This design comes from an exercise in tuning for small area and a short achievable clock period on the open sky130 flow, not from production work. At most, simulation tests tie the RTL to the original design; equivalence was not proved. Power figures rest on the tool's default switching activity, not on a simulated workload.

Setup of wip/cedar:
// mul_pipe
module mul_pipe(
	input [15:0] numA59,
	input [15:0] numB59,
	input clk_59,
	input reset_59,
	output reg [15:0] Acc_result_59
);
Settings: LEC_CHECK=0, CAP_MARGIN=20, CORE_MARGIN=2, CORE_UTILIZATION=40, SLEW_MARGIN=20; clock period 5.0 ns.
run.sh (not shown) runs the stock make flow with config.mk's settings and CLKGATE_MAP_FILE= SYNTH_SCRIPT=/design/flow/synth_recipe.tcl, a recipe that flattens the netlist after the stock synthesis.
Input changes introduced in wip/fjord (baseline for comparison: wip/cedar):
diff --git a/flow/design.v b/flow/design.v
--- a/flow/design.v
+++ b/flow/design.v
@@ -231,17 +231,20 @@
 wire s199 = t3[38] ^ t3[39];
 wire c200 = t3[38] & t3[39];
 wire s201 = t3[40] ^ t3[41];
 wire c202 = t3[40] & t3[41];
 wire s203 = t3[42] ^ t3[43];
 wire c204 = t3[42] & t3[43];
-wire [22:5] sl3 = {1'b0, c202, c200, c198, c196, c194, c192, c190, c188, c186, c184, c182, c180, c178, c176, c174, c172, t3[2]} + {1'b0, s203, s201, s199, s197, s195, s193, s191, s189, s187, s185, s183, s181, s179, s177, s175, s173, s171};
-reg [21:10] q4; reg z4, s4; reg [4:0] e4;
-always @(posedge clk_59) begin
-	z4 <= z3; s4 <= s3; e4 <= e3; q4 <= sl3[21:10];
-end
+wire [16:5] sl3 = {1'b0, c190, c188, c186, c184, c182, c180, c178, c176, c174, c172, t3[2]} + {1'b0, s191, s189, s187, s185, s183, s181, s179, s177, s175, s173, s171};
+reg [15:10] pl4; reg cs4; reg [21:16] xh4, yh4; reg z4, s4; reg [4:0] e4;
+always @(posedge clk_59) begin
+	z4 <= z3; s4 <= s3; e4 <= e3; pl4 <= sl3[15:10]; cs4 <= sl3[16];
+	xh4 <= {c202, c200, c198, c196, c194, c192}; yh4 <= {s203, s201, s199, s197, s195, s193};
+end
+wire [21:16] ph4 = xh4 + yh4 + cs4;
+wire [21:10] q4 = {ph4, pl4};
 wire [9:0] m4 = q4[21] ? q4[20:11] : q4[19:10];
 wire [4:0] x4 = e4 + {4'd0, q4[21]};
 always @(posedge clk_59) begin
 	Acc_result_59 <= z4 ? 16'h0000 : {s4, x4, m4};
 end
 endmodule
==> comparison <==
Row data required time of the worst path: wip/fjord higher / wip/cedar lower
Compared with wip/cedar, wip/fjord shows overall power lower by 240 µW.
Maximum frequency went down by a few percent going from wip/cedar to wip/fjord.
Mean area per synthesized cell essentially unchanged between wip/cedar and wip/fjord.
On via count, wip/fjord and wip/cedar are basically level.
As far as final-report max-slew violation count goes, wip/fjord and wip/cedar are indistinguishable; the numbers are identical.
Comparing wip/fjord with wip/cedar, the utilization after layout came out essentially unchanged.
Comparing final worst setup slack for wip/fjord and wip/cedar, the smaller number came from wip/fjord.
Function was not checked in any run of this note: the RTL went through the layout flow alone.

---

## the previous run
Another version of the RTL of mul_pipe (not shown whole).
Size: ~560 cells after synthesis, ~130 flip-flops, roughly 50 I/O pins, roughly 6200 um^2 of cells after synthesis.
Settings: LEC_CHECK=0, CAP_MARGIN=20, CORE_MARGIN=2, CORE_UTILIZATION=40, SETUP_SLACK_MARGIN=3.0, SLEW_MARGIN=20; clock period 5.0 ns.
Modified inputs, the current run compared to the previous run
-- flow/design.v --
<<< the previous run, line 241
	xh4 <= {c202, c200, c198, c196, c194, c192}; yh4 <= {s203, s201, s199, s197, s195, s193};
end
wire [6:0] ph4c = {xh4, cs4} + {yh4, cs4};
wire [21:16] ph4 = ph4c[6:1];
wire [21:10] q4 = {ph4, pl4};
wire [9:0] m4 = q4[21] ? q4[20:11] : q4[19:10];
>>> the current run, line 241
	xh4 <= {c202, c200, c198, c196, c194, c192}; yh4 <= {s203, s201, s199, s197, s195, s193};
end
wire [21:16] ph4 = xh4 + yh4 + cs4;
wire [21:10] q4 = {ph4, pl4};
wire [9:0] m4 = q4[21] ? q4[20:11] : q4[19:10];
Findings:
- Changes observed in the current run relative to the previous run: clock power +about 10%, full die area lost 0.68%, number of cells in the finished layout apart from fillers fell by 10, sink count of the clock tree comparable, area share of buffers outside the clock network now sits lower.
- Area of the placeable core: lower on the current run
- Across both runs, die outline height was lower for the current run than for the previous run.
- Per the comparison of the current run with the previous run, internal power decreased by about 2% relative to the old numbers; wire length of the first global-routing pass increased by about 2.2% relative to the old numbers.
- Against the previous run, the current run reports a portion of total power attributed to the clock network that is higher.
- Diff the current run and the previous run: count of clock-net buffers in the final layout lower in the current run
Function not checked in the current run: the RTL went through the layout flow alone.

---

Another version of the RTL of mul_pipe (not shown whole).
Size: about 580 cells after synthesis, about 130 flip-flops, roughly 50 I/O pins, about 6400 sq um of cells after synthesis.
Design mul_pipe, start of the top module:
module mul_pipe(
	input [15:0] numA59,
	input [15:0] numB59,
	input clk_59,
	input reset_59,
	output reg [15:0] Acc_result_59
);
export LEC_CHECK = 0
export CAP_MARGIN = 20
export CORE_MARGIN = 2
export CORE_UTILIZATION = 60
export CTS_BUF_LIST = sky130_fd_sc_hd__clkbuf_4 sky130_fd_sc_hd__clkbuf_8
export CTS_CLUSTER_DIAMETER = 60
export CTS_CLUSTER_SIZE = 30
export SETUP_SLACK_MARGIN = 3.0
export SLEW_MARGIN = 20
create_clock -name core_clock -period 5.0 [get_ports {clk_59}]
The baseline completed with no timing, DRC or antenna violations.
Next try:
--- a/flow/design.v
+++ b/flow/design.v
@@ -230,26 +230,25 @@
 wire c198 = t3[36] & t3[37];
 wire s199 = t3[38] ^ t3[39];
 wire c200 = t3[38] & t3[39];
 wire s201 = t3[40] ^ t3[41];
 wire c202 = t3[40] & t3[41];
 wire s203 = t3[42] ^ t3[43];
 wire c204 = t3[42] & t3[43];
-wire [16:5] sl3 = {1'b0, c190, c188, c186, c184, c182, c180, c178, c176, c174, c172, t3[2]} + {1'b0, s191, s189, s187, s185, s183, s181, s179, s177, s175, s173, s171};
-wire [21:16] xh3 = {c202, c200, c198, c196, c194, c192};
-wire [21:16] yh3 = {s203, s201, s199, s197, s195, s193};
-wire [21:16] h0 = xh3 + yh3;
-wire [6:0] h1c = {xh3, 1'b1} + {yh3, 1'b1};
-wire [21:16] h1 = h1c[6:1];
-reg [15:10] pl4; reg cs4; reg [21:16] h04, h14; reg z4, s4; reg [4:0] e4;
-always @(posedge clk_59) begin
-	z4 <= z3; s4 <= s3; e4 <= e3; pl4 <= sl3[15:10]; cs4 <= sl3[16];
+wire [14:5] sl3 = {1'b0, c186, c184, c182, c180, c178, c176, c174, c172, t3[2]} + {1'b0, s187, s185, s183, s181, s179, s177, s175, s173, s171};
+wire [21:14] xh3 = {c202, c200, c198, c196, c194, c192, c190, c188};
+wire [21:14] yh3 = {s203, s201, s199, s197, s195, s193, s191, s189};
+wire [21:14] h0 = xh3 + yh3;
+wire [21:14] h1 = xh3 + yh3 + 1'b1;
+reg [13:10] pl4; reg cs4; reg [21:14] h04, h14; reg z4, s4; reg [4:0] e4;
+always @(posedge clk_59) begin
+	z4 <= z3; s4 <= s3; e4 <= e3; pl4 <= sl3[13:10]; cs4 <= sl3[14];
 	h04 <= h0; h14 <= h1;
 end
-wire [21:16] ph4 = cs4 ? h14 : h04;
+wire [21:14] ph4 = cs4 ? h14 : h04;
 wire [21:10] q4 = {ph4, pl4};
 wire [9:0] m4 = q4[21] ? q4[20:11] : q4[19:10];
 wire [4:0] e4p = e4 + 5'd1;
 wire [4:0] x4 = q4[21] ? e4p : e4;
 always @(posedge clk_59) begin
 	Acc_result_59 <= z4 ? 16'h0000 : {s4, x4, m4};
 end
Sequential power rose by a few percent.
Worst hold slack is about the same.
Global-route usage drops by 2.0 points.
Sequential share of layout area went up by 0.14 points.
Design area increases slightly.
Clock power came out lower slightly.
No run of this note included a check of the RTL's function; only the layout flow was run.

[separate check: timing with driven ports]
How much do the figures lean on ideal ports? The routed layouts below were timed once more, with nothing changed but the port constraints.
Step 1 (the two cells are an assumption about what drives the block):
set clk [get_ports {clk_59}]
set_driving_cell -lib_cell sky130_fd_sc_hd__clkbuf_16 $clk
set_driving_cell -lib_cell sky130_fd_sc_hd__buf_2 [delete_from_list [all_inputs] $clk]
Step 2 also shifts input and output timing later by t, the mid clock arrival at the registers, as if the neighbouring blocks saw the same clock.
Three values: no drivers, after step 1, after step 2; two values: the first two.
| run | shift t [ns] | setup WS [ns] | hold slack, ns | worst setup path after step 2 | clock arrival spread, ns |
|---|---|---|---|---|---|
| wip/cedar | 0.443 | 2.430 / 2.430 / 2.324 | 0.323 / 0.323 / 0.323 | input to register | 0.009 / 0.009 |
| wip/fjord | 0.450 | 2.370 / 2.370 / 2.356 | 0.325 / 0.325 / 0.325 | input to register | 0.010 / 0.010 |
| the previous run | 0.445 | 2.995 / 2.995 / 2.603 | 0.326 / 0.326 / 0.326 | input to register | 0.011 / 0.011 |
| the current run | 0.451 | 2.742 / 2.742 / 2.588 | 0.324 / 0.324 / 0.324 | input to register | 0.006 / 0.006 |
| the first run of note 3 | 0.469 | 2.897 / 2.897 / 2.632 | 0.330 / 0.330 / 0.330 | input to register | 0.009 / 0.009 |
| the second run of note 3 | 0.465 | 2.476 / 2.476 / 2.476 | 0.328 / 0.328 / 0.328 | register to register | 0.011 / 0.011 |
After both steps every run listed still meets setup and hold. For the previous run, which loses most, drivers alone change the setup slack by 0.000 ns; drivers and shift together by -0.392 ns.
